What follows belongs to an exercise in optimizing a design on an open flow for small area; a production flow would make more cautious choices.
Function was checked by simulation only, so behaviour that the tests miss may differ from the original.
No driver is modelled on the clock port, so clock power and skew are understated where the tree is cut down; a real chip needs a root buffer or a tree.
No activity file was given, so power comes from the tool's default toggle rates.

run A:
==> flow/design.v <==
module flash_dri
(
    input   wire        clk,
    input   wire        rst_n,
    output  reg         fls_sck,
    output  reg         fls_ncs,
    output  reg         fls_sdo,
    input   wire        fls_sdi,
    input   wire        start,
    input   wire [2:0]  mod_sel,
    input   wire [23:0] fls_addr,
    input   wire [7:0]  fls_write,
    output  reg  [7:0]  fls_read,
    output  reg         frd_en,
    output  reg  [23:0] frd_addr,
    output  reg  [7:0]  frd_data,
    output  reg  [15:0] id,
    output  reg         busy
);
localparam C_WFREE  = 3'd0;
localparam C_WEN    = 3'd1;
localparam C_ERASE  = 3'd2;
localparam C_WR     = 3'd3;
localparam C_RD     = 3'd4;
localparam C_FRD    = 3'd5;
localparam C_ID     = 3'd6;
localparam C_SECTOR = 3'd7;
reg  [8:0] f;
reg  [7:0] rx;
wire [2:0] fbyte = f[8:6];
wire [2:0] fbit  = f[5:3];
wire is_wfree = (mod_sel == C_WFREE);
wire is_frd   = (mod_sel == C_FRD);
wire is_rd    = (mod_sel == C_RD);
wire is_id    = (mod_sel == C_ID);
localparam [63:0] OPS   = {8'h20, 8'h90, 8'h0b, 8'h03, 8'h02, 8'hc7, 8'h06, 8'h05};
localparam [23:0] LASTS = {3'd5, 3'd7, 3'd7, 3'd6, 3'd6, 3'd2, 3'd2, 3'd3};
wire [7:0] op   = OPS[{mod_sel, 3'b000} +: 8];
wire [2:0] last = LASTS[mod_sel * 3 +: 3];
wire has_addr = (mod_sel == C_WR) | (mod_sel == C_RD) | (mod_sel == C_SECTOR);
wire has_data = (mod_sel == C_WR);
wire [7:0] pay_byte;
genvar bi;
generate
    for (bi = 0; bi < 8; bi = bi + 1) begin : g_pay
        wire [3:0] col = {fls_write[bi], fls_addr[bi], fls_addr[8+bi], fls_addr[16+bi]};
        assign pay_byte[bi] = col[{fbyte[2], fbyte[0]}];
    end
endgenerate
wire pay_bit = pay_byte[~fbit];
wire pay_ok  = (fbyte[2] ? ~fbyte[1] : fbyte[1]) &
               (fbyte[2] & fbyte[0] ? has_data : has_addr);
wire tx_bit  = (fbyte[2:1] == 2'b00) ? op[fbyte[0] ? ~fbit : 3'd7] : (pay_ok & pay_bit);
wire idle    = (f == 9'd0);
wire f_pre   = (fbyte == 3'd0) & (f[5:0] == 6'd62);       
wire at_cap  = (f[5:0] == 6'd61);                        
wire at_end  = (f[5:0] == 6'd0) & (fbyte == last) &
               (is_wfree ? ~rx[0] : is_frd ? (&frd_addr) : 1'b1);
wire hold_hi = (is_wfree & (fbyte == 3'd3)) | (is_frd & (fbyte == 3'd7));
wire frd_load = is_frd & at_cap & (fbyte == 3'd0);
wire frd_cap  = is_frd & at_cap & fbyte[2] & fbyte[1];
wire rd_cap   = is_rd  & at_cap & (fbyte == 3'd5);
wire id_cap   = is_id  & at_cap & ((fbyte == 3'd5) | (fbyte == 3'd6));
always @(posedge clk) begin
    if (!rst_n)
        f <= 9'd0;
    else if (start)
        f <= 9'd61;
    else if (idle | at_end)
        f <= 9'd0;
    else begin
        f[5:0] <= f[5:0] + 6'd1;
        if ((&f[5:0]) & ~hold_hi)
            f[8:6] <= f[8:6] + 3'd1;
    end
end
always @(posedge clk) begin
    if (f[2:0] == 3'd2)
        rx <= {rx[6:0], fls_sdi};
end
always @(posedge clk) begin
    if (!rst_n) begin
        busy     <= 1'b0;
        fls_ncs  <= 1'b1;
        fls_sck  <= 1'b0;
        fls_sdo  <= 1'b0;
        frd_en   <= 1'b0;
    end else begin
        busy    <= f_pre | (busy & ~at_end);
        fls_ncs <= ~busy;
        fls_sck <= busy & (f[2] ^ (f[1] & f[0]));
        fls_sdo <= busy & tx_bit;
        frd_en  <= frd_cap;
    end
end
wire       rd_en  = rd_cap  | ~rst_n;
wire       id_en  = id_cap  | ~rst_n;
wire       frd_en_w = frd_cap | ~rst_n;
wire [7:0] rx_r   = rx & {8{rst_n}};
wire [7:0] idl_r  = id[7:0] & {8{rst_n}};
always @(posedge clk) begin
    if (rd_en)
        fls_read <= rx_r;
    if (frd_en_w)
        frd_data <= rx_r;
    if (id_en)
        id <= {idl_r, rx_r};
end
wire [2:0] blk_c;
assign blk_c[0] = frd_cap;
assign blk_c[1] = blk_c[0] & (&frd_addr[7:0]);
assign blk_c[2] = blk_c[1] & (&frd_addr[15:8]);
wire [24:0] addr_c;
genvar gi;
generate
    for (gi = 0; gi < 24; gi = gi + 1) begin : g_addr
        if (gi % 8 == 0) begin : g_blk
            assign addr_c[gi+1] = blk_c[gi/8] & frd_addr[gi];
            always @(posedge clk)
                frd_addr[gi] <= rst_n & (frd_load | (frd_addr[gi] ^ blk_c[gi/8]));
        end else begin : g_rip
            assign addr_c[gi+1] = addr_c[gi] & frd_addr[gi];
            always @(posedge clk)
                frd_addr[gi] <= rst_n & (frd_load | (frd_addr[gi] ^ addr_c[gi]));
        end
    end
endgenerate
endmodule
Settings: LEC_CHECK=0, CAP_MARGIN=20, CORE_MARGIN=2, CORE_UTILIZATION=40, PLACE_DENSITY=0.6, SLEW_MARGIN=20; clock period 5.0 ns.
standard.sh (not shown) runs the stock make flow with config.mk's settings and CLKGATE_MAP_FILE= SYNTH_SCRIPT=/design/flow/synth_recipe.tcl, a recipe that flattens the netlist after the stock synthesis.
==> flow/flow/run.sh <==
#!/bin/bash
# Own layout flow: the standard layout (standard.sh), with two changes:
#  - synthesis is the standard synthesis script, except that ABC maps the
#    logic with an area-oriented script (flow/abc_area.script);
#  - the port buffers that global placement inserts are buf_1 cells.
set -euo pipefail
W=$(pwd)
FL=$W/flow

# standard synthesis script, with the ABC mapping script swapped
{
  cat <<'TCL'
proc abc {args} {
  set i [lsearch -exact $args -script]
  if { $i >= 0 } { lset args [expr {$i + 1}] $::env(MY_ABC_SCRIPT) }
  yosys abc {*}$args
}
TCL
  cat "$W/synth_recipe.tcl"
} > "$W/own_synth.tcl"

export MY_ABC_SCRIPT="$FL/abc_area.script"
export BUFFER_PORTS_ARGS="-buffer_cell sky130_fd_sc_hd__buf_1"
export CTS_ARGS="-sink_clustering_enable -repair_clock_nets -dont_use_dummy_load -buf_list sky130_fd_sc_hd__clkbuf_16 -sink_clustering_size 100 -sink_clustering_max_diameter 500"

bash "$W/standard.sh" SYNTH_SCRIPT="$W/own_synth.tcl" finish > "$W/flow_make.log" 2>&1
==> flow/flow/abc_area.script <==
strash
dch
amap
topo
Run A: PASS, flow complete, no timing, DRC or antenna violations
The following lists how run B was set up differently from run A:
-- flow/flow/run.sh --
<<< run A, line 5
#  - the port buffers that global placement inserts are buf_1 cells.
>>> run B, line 5
#  - the port buffers that global placement inserts are buf_1 cells;
#  - the clock tree is a single clock buffer (flow/cts_single_buffer.tcl).
<<< run A, line 24
export CTS_ARGS="-sink_clustering_enable -repair_clock_nets -dont_use_dummy_load -buf_list sky130_fd_sc_hd__clkbuf_16 -sink_clustering_size 100 -sink_clustering_max_diameter 500"
>>> run B, line 25
# clock tree: one clock buffer from the clock port to all registers
export PRE_CTS_TCL="$FL/cts_single_buffer.tcl"
export SINGLE_CLKBUF=sky130_fd_sc_hd__clkbuf_16
export CLOCK_PORT_NET=clk
==> flow/flow/cts_single_buffer.tcl (new file) <==
# PRE_CTS hook: the clock tree is a single clock buffer between the clock
# port and every register, placed at the registers' centroid.
proc clock_tree_synthesis {args} {
  set block [ord::get_db_block]
  set n 0
  set sx 0
  set sy 0
  foreach inst [$block getInsts] {
    set m [[$inst getMaster] getName]
    if { [string match "*df*" $m] } {
      set box [$inst getBBox]
      set sx [expr { $sx + ([$box xMin] + [$box xMax]) / 2.0 }]
      set sy [expr { $sy + ([$box yMin] + [$box yMax]) / 2.0 }]
      incr n
    }
  }
  set dbu [$block getDbUnitsPerMicron]
  set x [expr { $sx / $n / $dbu }]
  set y [expr { $sy / $n / $dbu }]
  puts "single clock buffer at ($x, $y) for $n registers"
  insert_buffer -buffer_cell $::env(SINGLE_CLKBUF) -net [get_nets $::env(CLOCK_PORT_NET)] \
    -location [list $x $y] -buffer_name clkbuf_0_clk -net_name clknet_0_clk
  set net [$block findNet clknet_0_clk]
  $net setSigType CLOCK
  set_propagated_clock [all_clocks]
}
Run B did not run to completion, as it errored out during clock tree synthesis.
Run A: all stages complete, timing, DRC and antenna checks passed
Pre-CTS setup slack delta (run A -> run B): insignificant
Number of top-level pins of run A is on par with run B.
From run A to run B, mean post-synth cell area did not move at all.
Edits applied to the flow inputs when going from run B to run C:
Settings: CAP_MARGIN: 20 -> 0; SLEW_MARGIN: 20 -> 0.
-- flow/flow/run.sh --
<<< run B, line 5
#  - the port buffers that global placement inserts are buf_1 cells;
#  - the clock tree is a single clock buffer (flow/cts_single_buffer.tcl).
>>> run C, line 5
#  - the port buffers that global placement inserts are buf_1 cells.
<<< run B, line 25
# clock tree: one clock buffer from the clock port to all registers
export PRE_CTS_TCL="$FL/cts_single_buffer.tcl"
export SINGLE_CLKBUF=sky130_fd_sc_hd__clkbuf_16
export CLOCK_PORT_NET=clk
>>> run C, line 24
export CTS_ARGS="-sink_clustering_enable -repair_clock_nets -dont_use_dummy_load"
removed: flow/flow/cts_single_buffer.tcl
==> summary.txt <==
- Run C vs. run B: synthesized cell count about even; share of synthesized cell area in and, or, nand and nor gates now sits at about the same level; sequential share of the synthesized area ~0 delta.
- Run C: full flow OK, the timing, design-rule and antenna checks passed
- Run B did not make it past clock tree synthesis, where a tool error ended it.
- Synthesized-area fraction occupied by xor and xnor cells: run B vs run C identical
- Arithmetic-cell share of the synthesized area counting full adders, half adders and majority gates: run C vs run B identical
- Taking run B as the reference, in run C starting density of the core about even, post-placement worst setup slack flat.
The following lists how run D was set up differently from run C:
Settings: SLEW_MARGIN: 0 -> 20; CAP_MARGIN: 0 -> 20.
-- flow/flow/run.sh --
<<< run C, line 24
export CTS_ARGS="-sink_clustering_enable -repair_clock_nets -dont_use_dummy_load"
>>> run D, line 24
### Flow results
Looking at share of total power in sequential cells, run D sits 6.3 points below run C. On sequential cell area share: between run D and run C, it ends up higher for run C. The power consumed by combinational cells of run C and that of run D are within noise of each other. Hold slack improves in run D relative to run C.
Input changes introduced in run E (baseline for comparison: run D):
-- flow/flow/run.sh --
<<< run D, line 5
#  - the port buffers that global placement inserts are buf_1 cells.
>>> run E, line 5
#  - the port buffers that global placement inserts are buf_1 cells;
#  - the clock tree is a few clock buffers fed by the clock port
#    (flow/cts_groups.tcl).
<<< run D, line 24
>>> run E, line 26
# clock tree: a few clock buffers, each fed by the clock port
export PRE_CTS_TCL="$FL/cts_groups.tcl"
export CLKBUF_CELL=${CLKBUF_CELL:-sky130_fd_sc_hd__clkbuf_16}
export CLKBUF_GROUPS=${CLKBUF_GROUPS:-3}
export CLOCK_PORT_NET=clk
==> flow/flow/cts_groups.tcl (new file) <==
# PRE_CTS hook: the clock tree is CLKBUF_GROUPS clock buffers, each driven
# directly by the clock port and each driving one group of registers.  The
# groups are balanced: the registers are split recursively across their
# wider spread, in proportion to the number of groups on each side.  Each
# buffer sits at its group's centroid.
proc cts_groups { pts k } {
  if { $k <= 1 } { return [list $pts] }
  set xs [lsort -real [lmap p $pts { lindex $p 1 }]]
  set ys [lsort -real [lmap p $pts { lindex $p 2 }]]
  set axis [expr { ([lindex $xs end] - [lindex $xs 0]) >= ([lindex $ys end] - [lindex $ys 0]) ? 1 : 2 }]
  set pts [lsort -real -index $axis $pts]
  set k1 [expr { $k / 2 }]
  set n1 [expr { round([llength $pts] * double($k1) / $k) }]
  return [concat [cts_groups [lrange $pts 0 [expr { $n1 - 1 }]] $k1] \
    [cts_groups [lrange $pts $n1 end] [expr { $k - $k1 }]]]
}
proc clock_tree_synthesis {args} {
  set block [ord::get_db_block]
  set dbu [$block getDbUnitsPerMicron]
  set pts {}
  foreach inst [$block getInsts] {
    if { [string match "*df*" [[$inst getMaster] getName]] } {
      set box [$inst getBBox]
      lappend pts [list [$inst getName] [expr { ([$box xMin] + [$box xMax]) / 2.0 / $dbu }] \
        [expr { ([$box yMin] + [$box yMax]) / 2.0 / $dbu }]]
    }
  }
  set c 0
  foreach g [cts_groups $pts $::env(CLKBUF_GROUPS)] {
    set sx 0.0
    set sy 0.0
    set pins {}
    foreach p $g {
      set sx [expr { $sx + [lindex $p 1] }]
      set sy [expr { $sy + [lindex $p 2] }]
      lappend pins [get_pins "[lindex $p 0]/CLK"]
    }
    set x [expr { $sx / [llength $g] }]
    set y [expr { $sy / [llength $g] }]
    puts "clock buffer $c at ($x, $y) for [llength $g] registers"
    insert_buffer -buffer_cell $::env(CLKBUF_CELL) -net [get_nets $::env(CLOCK_PORT_NET)] \
      -load_pins $pins -location [list $x $y] -buffer_name clkbuf_${c}_clk -net_name clknet_${c}_clk
    incr c
  }
  set_propagated_clock [all_clocks]
}
==> comparison <==
Diff run D..run E | post-route met1 wirelength | negligible
On routed wire length: between run D and run E, it ends up higher for run D.
Diff run D..run E | synthesized flop and latch total | negligible
Final worst-path cycle share up 3.3 points in run E wrt run D
Of run D and run E, the run reporting the higher share of total power consumed by net switching was run D.
Compare run D and run E | setup slack of the critical path after layout higher: run D
The inputs of run F differ from those of run E as listed below.
Settings: changing PLACE_DENSITY from 0.6 to 0.85; changing CORE_UTILIZATION from 40 to 70.
-- flow/flow/run.sh --
<<< run E, line 28
export CLKBUF_CELL=${CLKBUF_CELL:-sky130_fd_sc_hd__clkbuf_16}
export CLKBUF_GROUPS=${CLKBUF_GROUPS:-3}
>>> run F, line 28
export CLKBUF_CELL=${CLKBUF_CELL:-sky130_fd_sc_hd__clkbuf_8}
export CLKBUF_GROUPS=${CLKBUF_GROUPS:-4}
- Number of cells on the worst hold path delta (run F -> run E): insignificant
- Delta (run F minus run E): fraction of standard cell area that is sequential now sits higher, first-pass GRT wire length now sits lower.
In run E and run F the design's own scripts or RTL, not TritonCTS, make the clock network.

[static timing again, ports no longer ideal]
The results above use ideal ports. As a check the final layouts listed here were re-extracted and re-timed, cells and wires unchanged.
Step 1 sets driving cells, clkbuf_16 on the clock port and buf_2 on the other inputs (assumed; they add their load-dependent delay and slew).
Step 2 moves the port delays by t, midway between the first and last clock arrival at a register: inputs arrive t later, outputs are due t later. That takes back most of the time a late clock gives input paths.
Three values: ideal ports, drivers, drivers and shift; two values: the first two.
run | t (ns) | slack for setup (ns) | hold WS [ns] | worst setup path at the end | pins driven straight from the clock port
run A | 0.350 | 1.390 / 1.384 / 1.034 | 0.438 / 0.438 / 0.438 | input to register | 1
run C | 0.365 | 1.405 / 1.396 / 1.030 | 0.437 / 0.437 / 0.437 | input to register | 1
run D | 0.372 | 1.416 / 1.406 / 1.034 | 0.451 / 0.451 / 0.451 | input to register | 1
run E | 0.217 | 1.253 / 1.274 / 1.057 | 0.450 / 0.450 / 0.450 | input to register | 3
run F | 0.222 | 1.321 / 1.346 / 1.124 | 0.452 / 0.452 / 0.452 | input to register | 4
After both steps every run listed still meets setup and hold. The setup slack of run D, which loses most, moves by -0.010 ns with the drivers and by -0.382 ns with both steps.
